Source: an optimization exercise on an open RTL-to-GDS flow (aim: small area, a short achievable clock period and few clock cycles per item). Production flows keep margins and buffers that such runs may drop.
Where RTL was checked, it was by simulation tests only, not by an equivalence proof against the original.

==> exp/yarrow <==
Design processor, start of the top module:
module processor (
    input  logic        clock,
    input  logic        reset,
    output logic [7:0]  memAddr,
    input  logic [15:0] memDataIn,
    output logic        wbEn,
    output logic [3:0]  wbAddr,
    output logic [31:0] wbData
);
    localparam MULB = 167;
    logic stall;
    logic [7:0]  pc;
    logic [15:0] ir;
    logic        irValid;
    assign memAddr = pc;
    always_ff @(posedge clock or negedge reset) begin
        if (!reset) begin
            pc      <= 8'd0;
            irValid <= 1'b0;
        end else if (!stall) begin
            pc      <= pc + 8'd1;
            irValid <= 1'b1;
        end
    end
    always_ff @(posedge clock) if (!stall) ir <= memDataIn;
    logic [31:0] rf [0:15];
    always_ff @(posedge clock) begin
        if (wbEn) rf[wbAddr] <= wbData;
    end
    logic [3:0] ra, rb, rd;
    logic       imm;
    assign ra  = ir[7:4];
    assign rb  = ir[3:0];
    assign rd  = ir[11:8];
    assign imm = ir[12];
    logic [15:0] selA, selB;
    logic        bypA, bypB;
    assign bypA = wbEn && (wbAddr == ra);
    assign bypB = wbEn && (wbAddr == rb);
    always_comb begin
        for (int i = 0; i < 16; i++) begin
            selA[i] = (ra == i[3:0]) && !bypA;
            selB[i] = (rb == i[3:0]) && !bypB;
        end
    end
    logic [31:0] rdA, rdB, rfB;
    always_comb begin
        rdA = {32{bypA}} & wbData;
        rfB = {32{bypB}} & wbData;
        for (int i = 0; i < 16; i++) begin
            rdA = rdA | ({32{selA[i]}} & rf[i]);
            rfB = rfB | ({32{selB[i]}} & rf[i]);
        end
    end
    assign rdB = imm ? {{24{ir[7]}}, ir[7:0]} : rfB;
    logic [31:0] exA, exB;
    logic [2:0]  exOp;
    logic [3:0]  exRd;
    logic        exValid;
    logic        exF1A, exF1B, exF2A, exF2B;
    logic [31:0] m2Res;
    logic [MULB-1:0] m2P;
    logic        m2Mul;
    logic [3:0]  m2Rd;
    logic        m2Valid;
    logic exMul;
    assign exMul = (exOp == 3'd3) || (exOp == 3'd4);    
    logic depA1, depB1, depA2, depB2;
  ...
clock: 10.0 ns
lec_check: 0
cap_margin: 20
core_margin: 2
core_utilization: 40
place_density: 0.6
slew_margin: 20
standard.sh (not shown) runs the stock make flow with config.mk's settings and CLKGATE_MAP_FILE= SYNTH_SCRIPT=/design/flow/synth_recipe.tcl, a recipe that flattens the netlist after the stock synthesis.
==> flow/flow/run.sh <==
#!/bin/bash
# The standard layout (standard.sh), with two changes to how it is made:
#  - no full-adder cell extraction in synthesis (ADDER_MAP_FILE empty), so ABC
#    maps the adders and the multiplier tree itself, with timing in view;
#  - timing repair aims for setup slack of 6.5 ns at the 10 ns clock.
# The registers are those of the standard synthesis.
export ADDER_MAP_FILE=
export SETUP_SLACK_MARGIN=6.5
bash standard.sh > standard.log 2>&1
==> inputs of exp/xenon, as changes to exp/yarrow <==
--- a/flow/design.v
+++ b/flow/design.v
@@ -1,12 +1,12 @@
-module mul_s1 (input logic [31:0] A, input logic [31:0] B, input logic S, output logic [166:0] P);
-    wire one0 = S ? (B[4:0] == 5'd0) : (B[0] ^ 1'b0);
-    wire two0 = S ? (B[4:0] == 5'd1) : ((B[1] & ~B[0] & ~1'b0) | (~B[1] & B[0] & 1'b0));
-    wire neg0 = ~S & B[1];
+module mul_s1 (input logic [31:0] A, input logic [31:0] B, output logic [166:0] P);
+    wire one0 = B[0] ^ 1'b0;
+    wire two0 = (B[1] & ~B[0] & ~1'b0) | (~B[1] & B[0] & 1'b0);
+    wire neg0 = B[1];
     wire pp0_0 = (one0 & A[0]) ^ neg0;
     wire pp0_1 = ((one0 & A[1]) | (two0 & A[0])) ^ neg0;
     wire pp0_2 = ((one0 & A[2]) | (two0 & A[1])) ^ neg0;
     wire pp0_3 = ((one0 & A[3]) | (two0 & A[2])) ^ neg0;
     wire pp0_4 = ((one0 & A[4]) | (two0 & A[3])) ^ neg0;
     wire pp0_5 = ((one0 & A[5]) | (two0 & A[4])) ^ neg0;
     wire pp0_6 = ((one0 & A[6]) | (two0 & A[5])) ^ neg0;
     wire pp0_7 = ((one0 & A[7]) | (two0 & A[6])) ^ neg0;
@@ -29,19 +29,19 @@
     wire pp0_24 = ((one0 & A[24]) | (two0 & A[23])) ^ neg0;
     wire pp0_25 = ((one0 & A[25]) | (two0 & A[24])) ^ neg0;
     wire pp0_26 = ((one0 & A[26]) | (two0 & A[25])) ^ neg0;
     wire pp0_27 = ((one0 & A[27]) | (two0 & A[26])) ^ neg0;
     wire pp0_28 = ((one0 & A[28]) | (two0 & A[27])) ^ neg0;
     wire pp0_29 = ((one0 & A[29]) | (two0 & A[28])) ^ neg0;
     wire pp0_30 = ((one0 & A[30]) | (two0 & A[29])) ^ neg0;
     wire pp0_31 = ((one0 & A[31]) | (two0 & A[30])) ^ neg0;
-    wire one1 = S ? (B[4:0] == 5'd2) : (B[2] ^ B[1]);
-    wire two1 = S ? (B[4:0] == 5'd3) : ((B[3] & ~B[2] & ~B[1]) | (~B[3] & B[2] & B[1]));
-    wire neg1 = ~S & B[3];
+    wire one1 = B[2] ^ B[1];
+    wire two1 = (B[3] & ~B[2] & ~B[1]) | (~B[3] & B[2] & B[1]);
+    wire neg1 = B[3];
     wire pp1_0 = (one1 & A[0]) ^ neg1;
     wire pp1_1 = ((one1 & A[1]) | (two1 & A[0])) ^ neg1;
     wire pp1_2 = ((one1 & A[2]) | (two1 & A[1])) ^ neg1;
     wire pp1_3 = ((one1 & A[3]) | (two1 & A[2])) ^ neg1;
     wire pp1_4 = ((one1 & A[4]) | (two1 & A[3])) ^ neg1;
     wire pp1_5 = ((one1 & A[5]) | (two1 & A[4])) ^ neg1;
     wire pp1_6 = ((one1 & A[6]) | (two1 & A[5])) ^ neg1;
     wire pp1_7 = ((one1 & A[7]) | (two1 & A[6])) ^ neg1;
@@ -62,19 +62,19 @@
     wire pp1_22 = ((one1 & A[22]) | (two1 & A[21])) ^ neg1;
     wire pp1_23 = ((one1 & A[23]) | (two1 & A[22])) ^ neg1;
     wire pp1_24 = ((one1 & A[24]) | (two1 & A[23])) ^ neg1;
     wire pp1_25 = ((one1 & A[25]) | (two1 & A[24])) ^ neg1;
     wire pp1_26 = ((one1 & A[26]) | (two1 & A[25])) ^ neg1;
     wire pp1_27 = ((one1 & A[27]) | (two1 & A[26])) ^ neg1;
     wire pp1_28 = ((one1 & A[28]) | (two1 & A[27])) ^ neg1;
     wire pp1_29 = ((one1 & A[29]) | (two1 & A[28])) ^ neg1;
-    wire one2 = S ? (B[4:0] == 5'd4) : (B[4] ^ B[3]);
-    wire two2 = S ? (B[4:0] == 5'd5) : ((B[5] & ~B[4] & ~B[3]) | (~B[5] & B[4] & B[3]));
-    wire neg2 = ~S & B[5];
+    wire one2 = B[4] ^ B[3];
+    wire two2 = (B[5] & ~B[4] & ~B[3]) | (~B[5] & B[4] & B[3]);
+    wire neg2 = B[5];
     wire pp2_0 = (one2 & A[0]) ^ neg2;
     wire pp2_1 = ((one2 & A[1]) | (two2 & A[0])) ^ neg2;
     wire pp2_2 = ((one2 & A[2]) | (two2 & A[1])) ^ neg2;
     wire pp2_3 = ((one2 & A[3]) | (two2 & A[2])) ^ neg2;
     wire pp2_4 = ((one2 & A[4]) | (two2 & A[3])) ^ neg2;
     wire pp2_5 = ((one2 & A[5]) | (two2 & A[4])) ^ neg2;
     wire pp2_6 = ((one2 & A[6]) | (two2 & A[5])) ^ neg2;
     wire pp2_7 = ((one2 & A[7]) | (two2 & A[6])) ^ neg2;
@@ -93,19 +93,19 @@
     wire pp2_20 = ((one2 & A[20]) | (two2 & A[19])) ^ neg2;
     wire pp2_21 = ((one2 & A[21]) | (two2 & A[20])) ^ neg2;
     wire pp2_22 = ((one2 & A[22]) | (two2 & A[21])) ^ neg2;
     wire pp2_23 = ((one2 & A[23]) | (two2 & A[22])) ^ neg2;
     wire pp2_24 = ((one2 & A[24]) | (two2 & A[23])) ^ neg2;
     wire pp2_25 = ((one2 & A[25]) | (two2 & A[24])) ^ neg2;
     wire pp2_26 = ((one2 & A[26]) | (two2 & A[25])) ^ neg2;
     wire pp2_27 = ((one2 & A[27]) | (two2 & A[26])) ^ neg2;
-    wire one3 = S ? (B[4:0] == 5'd6) : (B[6] ^ B[5]);
-    wire two3 = S ? (B[4:0] == 5'd7) : ((B[7] & ~B[6] & ~B[5]) | (~B[7] & B[6] & B[5]));
-    wire neg3 = ~S & B[7];
+    wire one3 = B[6] ^ B[5];
+    wire two3 = (B[7] & ~B[6] & ~B[5]) | (~B[7] & B[6] & B[5]);
+    wire neg3 = B[7];
     wire pp3_0 = (one3 & A[0]) ^ neg3;
     wire pp3_1 = ((one3 & A[1]) | (two3 & A[0])) ^ neg3;
     wire pp3_2 = ((one3 & A[2]) | (two3 & A[1])) ^ neg3;
     wire pp3_3 = ((one3 & A[3]) | (two3 & A[2])) ^ neg3;
     wire pp3_4 = ((one3 & A[4]) | (two3 & A[3])) ^ neg3;
     wire pp3_5 = ((one3 & A[5]) | (two3 & A[4])) ^ neg3;
     wire pp3_6 = ((one3 & A[6]) | (two3 & A[5])) ^ neg3;
     wire pp3_7 = ((one3 & A[7]) | (two3 & A[6])) ^ neg3;
@@ -122,19 +122,19 @@
     wire pp3_18 = ((one3 & A[18]) | (two3 & A[17])) ^ neg3;
     wire pp3_19 = ((one3 & A[19]) | (two3 & A[18])) ^ neg3;
     wire pp3_20 = ((one3 & A[20]) | (two3 & A[19])) ^ neg3;
     wire pp3_21 = ((one3 & A[21]) | (two3 & A[20])) ^ neg3;
     wire pp3_22 = ((one3 & A[22]) | (two3 & A[21])) ^ neg3;
     wire pp3_23 = ((one3 & A[23]) | (two3 & A[22])) ^ neg3;
     wire pp3_24 = ((one3 & A[24]) | (two3 & A[23])) ^ neg3;
     wire pp3_25 = ((one3 & A[25]) | (two3 & A[24])) ^ neg3;
-    wire one4 = S ? (B[4:0] == 5'd8) : (B[8] ^ B[7]);
-    wire two4 = S ? (B[4:0] == 5'd9) : ((B[9] & ~B[8] & ~B[7]) | (~B[9] & B[8] & B[7]));
-    wire neg4 = ~S & B[9];
+    wire one4 = B[8] ^ B[7];
+    wire two4 = (B[9] & ~B[8] & ~B[7]) | (~B[9] & B[8] & B[7]);
+    wire neg4 = B[9];
     wire pp4_0 = (one4 & A[0]) ^ neg4;
     wire pp4_1 = ((one4 & A[1]) | (two4 & A[0])) ^ neg4;
     wire pp4_2 = ((one4 & A[2]) | (two4 & A[1])) ^ neg4;
     wire pp4_3 = ((one4 & A[3]) | (two4 & A[2])) ^ neg4;
     wire pp4_4 = ((one4 & A[4]) | (two4 & A[3])) ^ neg4;
     wire pp4_5 = ((one4 & A[5]) | (two4 & A[4])) ^ neg4;
     wire pp4_6 = ((one4 & A[6]) | (two4 & A[5])) ^ neg4;
     wire pp4_7 = ((one4 & A[7]) | (two4 & A[6])) ^ neg4;
@@ -149,19 +149,19 @@
     wire pp4_16 = ((one4 & A[16]) | (two4 & A[15])) ^ neg4;
     wire pp4_17 = ((one4 & A[17]) | (two4 & A[16])) ^ neg4;
     wire pp4_18 = ((one4 & A[18]) | (two4 & A[17])) ^ neg4;
     wire pp4_19 = ((one4 & A[19]) | (two4 & A[18])) ^ neg4;
     wire pp4_20 = ((one4 & A[20]) | (two4 & A[19])) ^ neg4;
     wire pp4_21 = ((one4 & A[21]) | (two4 & A[20])) ^ neg4;
     wire pp4_22 = ((one4 & A[22]) | (two4 & A[21])) ^ neg4;
     wire pp4_23 = ((one4 & A[23]) | (two4 & A[22])) ^ neg4;
-    wire one5 = S ? (B[4:0] == 5'd10) : (B[10] ^ B[9]);
-    wire two5 = S ? (B[4:0] == 5'd11) : ((B[11] & ~B[10] & ~B[9]) | (~B[11] & B[10] & B[9]));
-    wire neg5 = ~S & B[11];
+    wire one5 = B[10] ^ B[9];
+    wire two5 = (B[11] & ~B[10] & ~B[9]) | (~B[11] & B[10] & B[9]);
+    wire neg5 = B[11];
     wire pp5_0 = (one5 & A[0]) ^ neg5;
     wire pp5_1 = ((one5 & A[1]) | (two5 & A[0])) ^ neg5;
     wire pp5_2 = ((one5 & A[2]) | (two5 & A[1])) ^ neg5;
     wire pp5_3 = ((one5 & A[3]) | (two5 & A[2])) ^ neg5;
     wire pp5_4 = ((one5 & A[4]) | (two5 & A[3])) ^ neg5;
     wire pp5_5 = ((one5 & A[5]) | (two5 & A[4])) ^ neg5;
     wire pp5_6 = ((one5 & A[6]) | (two5 & A[5])) ^ neg5;
     wire pp5_7 = ((one5 & A[7]) | (two5 & A[6])) ^ neg5;
@@ -174,19 +174,19 @@
     wire pp5_14 = ((one5 & A[14]) | (two5 & A[13])) ^ neg5;
     wire pp5_15 = ((one5 & A[15]) | (two5 & A[14])) ^ neg5;
     wire pp5_16 = ((one5 & A[16]) | (two5 & A[15])) ^ neg5;
     wire pp5_17 = ((one5 & A[17]) | (two5 & A[16])) ^ neg5;
     wire pp5_18 = ((one5 & A[18]) | (two5 & A[17])) ^ neg5;
     wire pp5_19 = ((one5 & A[19]) | (two5 & A[18])) ^ neg5;
     wire pp5_20 = ((one5 & A[20]) | (two5 & A[19])) ^ neg5;
     wire pp5_21 = ((one5 & A[21]) | (two5 & A[20])) ^ neg5;
-    wire one6 = S ? (B[4:0] == 5'd12) : (B[12] ^ B[11]);
-    wire two6 = S ? (B[4:0] == 5'd13) : ((B[13] & ~B[12] & ~B[11]) | (~B[13] & B[12] & B[11]));
-    wire neg6 = ~S & B[13];
+    wire one6 = B[12] ^ B[11];
+    wire two6 = (B[13] & ~B[12] & ~B[11]) | (~B[13] & B[12] & B[11]);
+    wire neg6 = B[13];
     wire pp6_0 = (one6 & A[0]) ^ neg6;
     wire pp6_1 = ((one6 & A[1]) | (two6 & A[0])) ^ neg6;
     wire pp6_2 = ((one6 & A[2]) | (two6 & A[1])) ^ neg6;
     wire pp6_3 = ((one6 & A[3]) | (two6 & A[2])) ^ neg6;
     wire pp6_4 = ((one6 & A[4]) | (two6 & A[3])) ^ neg6;
     wire pp6_5 = ((one6 & A[5]) | (two6 & A[4])) ^ neg6;
     wire pp6_6 = ((one6 & A[6]) | (two6 & A[5])) ^ neg6;
     wire pp6_7 = ((one6 & A[7]) | (two6 & A[6])) ^ neg6;
@@ -197,19 +197,19 @@
     wire pp6_12 = ((one6 & A[12]) | (two6 & A[11])) ^ neg6;
     wire pp6_13 = ((one6 & A[13]) | (two6 & A[12])) ^ neg6;
     wire pp6_14 = ((one6 & A[14]) | (two6 & A[13])) ^ neg6;
     wire pp6_15 = ((one6 & A[15]) | (two6 & A[14])) ^ neg6;
     wire pp6_16 = ((one6 & A[16]) | (two6 & A[15])) ^ neg6;
     wire pp6_17 = ((one6 & A[17]) | (two6 & A[16])) ^ neg6;
     wire pp6_18 = ((one6 & A[18]) | (two6 & A[17])) ^ neg6;
     wire pp6_19 = ((one6 & A[19]) | (two6 & A[18])) ^ neg6;
-    wire one7 = S ? (B[4:0] == 5'd14) : (B[14] ^ B[13]);
-    wire two7 = S ? (B[4:0] == 5'd15) : ((B[15] & ~B[14] & ~B[13]) | (~B[15] & B[14] & B[13]));
-    wire neg7 = ~S & B[15];
+    wire one7 = B[14] ^ B[13];
+    wire two7 = (B[15] & ~B[14] & ~B[13]) | (~B[15] & B[14] & B[13]);
+    wire neg7 = B[15];
     wire pp7_0 = (one7 & A[0]) ^ neg7;
     wire pp7_1 = ((one7 & A[1]) | (two7 & A[0])) ^ neg7;
     wire pp7_2 = ((one7 & A[2]) | (two7 & A[1])) ^ neg7;
     wire pp7_3 = ((one7 & A[3]) | (two7 & A[2])) ^ neg7;
     wire pp7_4 = ((one7 & A[4]) | (two7 & A[3])) ^ neg7;
     wire pp7_5 = ((one7 & A[5]) | (two7 & A[4])) ^ neg7;
     wire pp7_6 = ((one7 & A[6]) | (two7 & A[5])) ^ neg7;
     wire pp7_7 = ((one7 & A[7]) | (two7 & A[6])) ^ neg7;
@@ -218,110 +218,110 @@
     wire pp7_10 = ((one7 & A[10]) | (two7 & A[9])) ^ neg7;
     wire pp7_11 = ((one7 & A[11]) | (two7 & A[10])) ^ neg7;
     wire pp7_12 = ((one7 & A[12]) | (two7 & A[11])) ^ neg7;
     wire pp7_13 = ((one7 & A[13]) | (two7 & A[12])) ^ neg7;
     wire pp7_14 = ((one7 & A[14]) | (two7 & A[13])) ^ neg7;
     wire pp7_15 = ((one7 & A[15]) | (two7 & A[14])) ^ neg7;
     wire pp7_16 = ((one7 & A[16]) | (two7 & A[15])) ^ neg7;
     wire pp7_17 = ((one7 & A[17]) | (two7 & A[16])) ^ neg7;
-    wire one8 = S ? (B[4:0] == 5'd16) : (B[16] ^ B[15]);
-    wire two8 = S ? (B[4:0] == 5'd17) : ((B[17] & ~B[16] & ~B[15]) | (~B[17] & B[16] & B[15]));
-    wire neg8 = ~S & B[17];
+    wire one8 = B[16] ^ B[15];
+    wire two8 = (B[17] & ~B[16] & ~B[15]) | (~B[17] & B[16] & B[15]);
+    wire neg8 = B[17];
     wire pp8_0 = (one8 & A[0]) ^ neg8;
     wire pp8_1 = ((one8 & A[1]) | (two8 & A[0])) ^ neg8;
     wire pp8_2 = ((one8 & A[2]) | (two8 & A[1])) ^ neg8;
     wire pp8_3 = ((one8 & A[3]) | (two8 & A[2])) ^ neg8;
     wire pp8_4 = ((one8 & A[4]) | (two8 & A[3])) ^ neg8;
     wire pp8_5 = ((one8 & A[5]) | (two8 & A[4])) ^ neg8;
     wire pp8_6 = ((one8 & A[6]) | (two8 & A[5])) ^ neg8;
     wire pp8_7 = ((one8 & A[7]) | (two8 & A[6])) ^ neg8;
     wire pp8_8 = ((one8 & A[8]) | (two8 & A[7])) ^ neg8;
     wire pp8_9 = ((one8 & A[9]) | (two8 & A[8])) ^ neg8;
     wire pp8_10 = ((one8 & A[10]) | (two8 & A[9])) ^ neg8;
     wire pp8_11 = ((one8 & A[11]) | (two8 & A[10])) ^ neg8;
     wire pp8_12 = ((one8 & A[12]) | (two8 & A[11])) ^ neg8;
     wire pp8_13 = ((one8 & A[13]) | (two8 & A[12])) ^ neg8;
     wire pp8_14 = ((one8 & A[14]) | (two8 & A[13])) ^ neg8;
     wire pp8_15 = ((one8 & A[15]) | (two8 & A[14])) ^ neg8;
-    wire one9 = S ? (B[4:0] == 5'd18) : (B[18] ^ B[17]);
-    wire two9 = S ? (B[4:0] == 5'd19) : ((B[19] & ~B[18] & ~B[17]) | (~B[19] & B[18] & B[17]));
-    wire neg9 = ~S & B[19];
+    wire one9 = B[18] ^ B[17];
+    wire two9 = (B[19] & ~B[18] & ~B[17]) | (~B[19] & B[18] & B[17]);
+    wire neg9 = B[19];
     wire pp9_0 = (one9 & A[0]) ^ neg9;
     wire pp9_1 = ((one9 & A[1]) | (two9 & A[0])) ^ neg9;
     wire pp9_2 = ((one9 & A[2]) | (two9 & A[1])) ^ neg9;
     wire pp9_3 = ((one9 & A[3]) | (two9 & A[2])) ^ neg9;
     wire pp9_4 = ((one9 & A[4]) | (two9 & A[3])) ^ neg9;
     wire pp9_5 = ((one9 & A[5]) | (two9 & A[4])) ^ neg9;
     wire pp9_6 = ((one9 & A[6]) | (two9 & A[5])) ^ neg9;
     wire pp9_7 = ((one9 & A[7]) | (two9 & A[6])) ^ neg9;
     wire pp9_8 = ((one9 & A[8]) | (two9 & A[7])) ^ neg9;
     wire pp9_9 = ((one9 & A[9]) | (two9 & A[8])) ^ neg9;
     wire pp9_10 = ((one9 & A[10]) | (two9 & A[9])) ^ neg9;
     wire pp9_11 = ((one9 & A[11]) | (two9 & A[10])) ^ neg9;
     wire pp9_12 = ((one9 & A[12]) | (two9 & A[11])) ^ neg9;
     wire pp9_13 = ((one9 & A[13]) | (two9 & A[12])) ^ neg9;
-    wire one10 = S ? (B[4:0] == 5'd20) : (B[20] ^ B[19]);
-    wire two10 = S ? (B[4:0] == 5'd21) : ((B[21] & ~B[20] & ~B[19]) | (~B[21] & B[20] & B[19]));
-    wire neg10 = ~S & B[21];
+    wire one10 = B[20] ^ B[19];
+    wire two10 = (B[21] & ~B[20] & ~B[19]) | (~B[21] & B[20] & B[19]);
+    wire neg10 = B[21];
     wire pp10_0 = (one10 & A[0]) ^ neg10;
     wire pp10_1 = ((one10 & A[1]) | (two10 & A[0])) ^ neg10;
     wire pp10_2 = ((one10 & A[2]) | (two10 & A[1])) ^ neg10;
     wire pp10_3 = ((one10 & A[3]) | (two10 & A[2])) ^ neg10;
     wire pp10_4 = ((one10 & A[4]) | (two10 & A[3])) ^ neg10;
     wire pp10_5 = ((one10 & A[5]) | (two10 & A[4])) ^ neg10;
     wire pp10_6 = ((one10 & A[6]) | (two10 & A[5])) ^ neg10;
     wire pp10_7 = ((one10 & A[7]) | (two10 & A[6])) ^ neg10;
     wire pp10_8 = ((one10 & A[8]) | (two10 & A[7])) ^ neg10;
     wire pp10_9 = ((one10 & A[9]) | (two10 & A[8])) ^ neg10;
     wire pp10_10 = ((one10 & A[10]) | (two10 & A[9])) ^ neg10;
     wire pp10_11 = ((one10 & A[11]) | (two10 & A[10])) ^ neg10;
-    wire one11 = S ? (B[4:0] == 5'd22) : (B[22] ^ B[21]);
-    wire two11 = S ? (B[4:0] == 5'd23) : ((B[23] & ~B[22] & ~B[21]) | (~B[23] & B[22] & B[21]));
-    wire neg11 = ~S & B[23];
+    wire one11 = B[22] ^ B[21];
+    wire two11 = (B[23] & ~B[22] & ~B[21]) | (~B[23] & B[22] & B[21]);
+    wire neg11 = B[23];
     wire pp11_0 = (one11 & A[0]) ^ neg11;
     wire pp11_1 = ((one11 & A[1]) | (two11 & A[0])) ^ neg11;
     wire pp11_2 = ((one11 & A[2]) | (two11 & A[1])) ^ neg11;
     wire pp11_3 = ((one11 & A[3]) | (two11 & A[2])) ^ neg11;
     wire pp11_4 = ((one11 & A[4]) | (two11 & A[3])) ^ neg11;
     wire pp11_5 = ((one11 & A[5]) | (two11 & A[4])) ^ neg11;
     wire pp11_6 = ((one11 & A[6]) | (two11 & A[5])) ^ neg11;
     wire pp11_7 = ((one11 & A[7]) | (two11 & A[6])) ^ neg11;
     wire pp11_8 = ((one11 & A[8]) | (two11 & A[7])) ^ neg11;
     wire pp11_9 = ((one11 & A[9]) | (two11 & A[8])) ^ neg11;
-    wire one12 = S ? (B[4:0] == 5'd24) : (B[24] ^ B[23]);
-    wire two12 = S ? (B[4:0] == 5'd25) : ((B[25] & ~B[24] & ~B[23]) | (~B[25] & B[24] & B[23]));
-    wire neg12 = ~S & B[25];
+    wire one12 = B[24] ^ B[23];
+    wire two12 = (B[25] & ~B[24] & ~B[23]) | (~B[25] & B[24] & B[23]);
+    wire neg12 = B[25];
     wire pp12_0 = (one12 & A[0]) ^ neg12;
     wire pp12_1 = ((one12 & A[1]) | (two12 & A[0])) ^ neg12;
     wire pp12_2 = ((one12 & A[2]) | (two12 & A[1])) ^ neg12;
     wire pp12_3 = ((one12 & A[3]) | (two12 & A[2])) ^ neg12;
     wire pp12_4 = ((one12 & A[4]) | (two12 & A[3])) ^ neg12;
     wire pp12_5 = ((one12 & A[5]) | (two12 & A[4])) ^ neg12;
     wire pp12_6 = ((one12 & A[6]) | (two12 & A[5])) ^ neg12;
     wire pp12_7 = ((one12 & A[7]) | (two12 & A[6])) ^ neg12;
-    wire one13 = S ? (B[4:0] == 5'd26) : (B[26] ^ B[25]);
-    wire two13 = S ? (B[4:0] == 5'd27) : ((B[27] & ~B[26] & ~B[25]) | (~B[27] & B[26] & B[25]));
-    wire neg13 = ~S & B[27];
+    wire one13 = B[26] ^ B[25];
+    wire two13 = (B[27] & ~B[26] & ~B[25]) | (~B[27] & B[26] & B[25]);
+    wire neg13 = B[27];
     wire pp13_0 = (one13 & A[0]) ^ neg13;
     wire pp13_1 = ((one13 & A[1]) | (two13 & A[0])) ^ neg13;
     wire pp13_2 = ((one13 & A[2]) | (two13 & A[1])) ^ neg13;
     wire pp13_3 = ((one13 & A[3]) | (two13 & A[2])) ^ neg13;
     wire pp13_4 = ((one13 & A[4]) | (two13 & A[3])) ^ neg13;
     wire pp13_5 = ((one13 & A[5]) | (two13 & A[4])) ^ neg13;
-    wire one14 = S ? (B[4:0] == 5'd28) : (B[28] ^ B[27]);
-    wire two14 = S ? (B[4:0] == 5'd29) : ((B[29] & ~B[28] & ~B[27]) | (~B[29] & B[28] & B[27]));
-    wire neg14 = ~S & B[29];
+    wire one14 = B[28] ^ B[27];
+    wire two14 = (B[29] & ~B[28] & ~B[27]) | (~B[29] & B[28] & B[27]);
+    wire neg14 = B[29];
     wire pp14_0 = (one14 & A[0]) ^ neg14;
     wire pp14_1 = ((one14 & A[1]) | (two14 & A[0])) ^ neg14;
     wire pp14_2 = ((one14 & A[2]) | (two14 & A[1])) ^ neg14;
     wire pp14_3 = ((one14 & A[3]) | (two14 & A[2])) ^ neg14;
-    wire one15 = S ? (B[4:0] == 5'd30) : (B[30] ^ B[29]);
-    wire two15 = S ? (B[4:0] == 5'd31) : ((B[31] & ~B[30] & ~B[29]) | (~B[31] & B[30] & B[29]));
-    wire neg15 = ~S & B[31];
+    wire one15 = B[30] ^ B[29];
+    wire two15 = (B[31] & ~B[30] & ~B[29]) | (~B[31] & B[30] & B[29]);
+    wire neg15 = B[31];
     wire pp15_0 = (one15 & A[0]) ^ neg15;
     wire pp15_1 = ((one15 & A[1]) | (two15 & A[0])) ^ neg15;
     wire s1 = pp0_24 ^ pp1_22;
     wire c2 = pp0_24 & pp1_22;
     wire s3 = pp0_25 ^ pp1_23;
     wire c4 = pp0_25 & pp1_23;
     wire s5 = pp0_26 ^ pp1_24 ^ pp2_22;
     wire c6 = (pp0_26 & pp1_24) | (pp0_26 & pp2_22) | (pp1_24 & pp2_22);
@@ -1018,17 +1018,17 @@
     logic        exValid;
     logic        exF1A, exF1B, exF2A, exF2B;
     logic [31:0] m2Res;
     logic [MULB-1:0] m2P;
     logic        m2Mul;
     logic [3:0]  m2Rd;
     logic        m2Valid;
     logic exMul;
-    assign exMul = (exOp == 3'd3) || (exOp == 3'd4);    
+    assign exMul = (exOp == 3'd3);
     logic depA1, depB1, depA2, depB2;
     assign depA1 = exValid && (exRd == ra);
     assign depB1 = exValid && (exRd == rb) && !imm;
     assign depA2 = m2Valid && (m2Rd == ra);
     assign depB2 = m2Valid && (m2Rd == rb) && !imm;
     assign stall = irValid && exMul && (depA1 || depB1);
     always_ff @(posedge clock) begin
         exA  <= rdA;
@@ -1054,22 +1054,23 @@
     logic [31:0] a, b, res;
     assign a = exF1A ? m2Res : exF2A ? wbData : exA;
     assign b = exF1B ? m2Res : exF2B ? wbData : exB;
     always_comb begin
         case (exOp)
             3'd0: res = a + b;
             3'd1: res = a & b;
             3'd2: res = a | b;
+            3'd4: res = a << b[4:0];
             3'd5: res = a >> b[4:0];
             default: res = a;
         endcase
     end
     logic [MULB-1:0] mulP;
-    mul_s1 mulStage1 (.A(a), .B(b), .S(exOp[2]), .P(mulP));
+    mul_s1 mulStage1 (.A(a), .B(b), .P(mulP));
     always_ff @(posedge clock) begin
         m2Res <= res;
         m2P   <= mulP;
         m2Mul <= exMul;
         m2Rd  <= exRd;
     end
     always_ff @(posedge clock or negedge reset) begin
         if (!reset) m2Valid <= 1'b0;
==> flow/flow/run.sh (replaced) <==
#!/bin/bash
export SETUP_SLACK_MARGIN=${MARGIN:-6.5}
bash standard.sh > standard.log 2>&1
==> results.txt <==
Worst hold slack: exp/yarrow is higher than exp/xenon (0.0046 ns). Flip-flop and latch count is the same in exp/xenon and exp/yarrow. Clock skew: exp/xenon is higher than exp/yarrow (0.0013 ns). Against exp/xenon, the setup slack of exp/yarrow is better by 0.014 ns. In exp/xenon the final area is larger than in exp/yarrow, by 6.2%. Core utilization: exp/yarrow is higher than exp/xenon (0.18 points). Between exp/xenon and exp/yarrow, the lower die area is in exp/yarrow (gap 6.6%, measured against exp/yarrow). Register-to-register slack is about the same in exp/xenon and exp/yarrow. Sequential share of layout area: exp/yarrow is higher than exp/xenon (2.0 points). In exp/xenon the global-route usage is higher than in exp/yarrow, by 8.2 points.
==> figures <==
| quantity | exp/yarrow | exp/xenon |
|---|---|---|
| Status | timing/DRC/antenna clean | timing/DRC/antenna clean |
| Tap cells | 1625 | 1742 |
| Metal3 WL | 29.06 mm | 46.76 mm |
| Iteration-0 DRC Markers | 8040 | 10980 |
| Multi-input gate area in the final layout | 29800 sq um | 30400 sq um |
| Fill cells | 10290 | 11090 |
| Diodes inserted | 2 | 14 |
| Cell count along the critical path | 13 | 15 |
| Sum of met2 wire segment lengths after detailed routing | 88.50 mm | 108.2 mm |
| CP peak stage delay | 0.45 ns | 0.59 ns |
| Share of cells above drive strength 1 | 0.2942 | 0.2795 |
| Upper clock frequency limit | 0.2319 GHz | 0.2311 GHz |
| Count of inverters other than clock inverters in the layout | 42 | 359 |
| Via count of the first global-routing pass | 42310 | 48610 |
| Crit path from | m2P[37] | m2P[49] |
| Clock-cell share of area | 0.04805 | 0.04646 |
| Source of the worst register-to-register timing path | m2P[37] | m2P[49] |
| Non-clock buffering overhead | 0.1004 | 0.1190 |
| Skew final | 0.06719 ns | 0.06846 ns |
| Dpl cells | 6167 | 6699 |
Testbench counts of exp/yarrow, summed over its fixed seeds: cycles 2,129, instrs 2,048.
For exp/xenon, only the layout was checked, not whether the RTL still works.

-- separate check: timing with driven ports --
How much do the figures lean on ideal ports? The routed layouts below were timed once more, with nothing changed but the port constraints.
Step 1 (the two cells are an assumption about what drives the block):
set clk [get_ports {clock}]
set_driving_cell -lib_cell sky130_fd_sc_hd__clkbuf_16 $clk
set_driving_cell -lib_cell sky130_fd_sc_hd__buf_2 [delete_from_list [all_inputs] $clk]
Step 2 also shifts input and output timing later by t, the mid clock arrival at the registers, as if the neighbouring blocks saw the same clock.
Slacks: ideal / step 1 / step 2; pairs: ideal / step 1.
run | t, ns | setup slack, ns | worst setup path at the end
exp/yarrow | 0.759 | 5.688 / 5.688 / 5.688 | register to register
exp/xenon | 0.776 | 5.674 / 5.674 / 5.674 | register to register
After both steps every run listed still meets setup and hold.
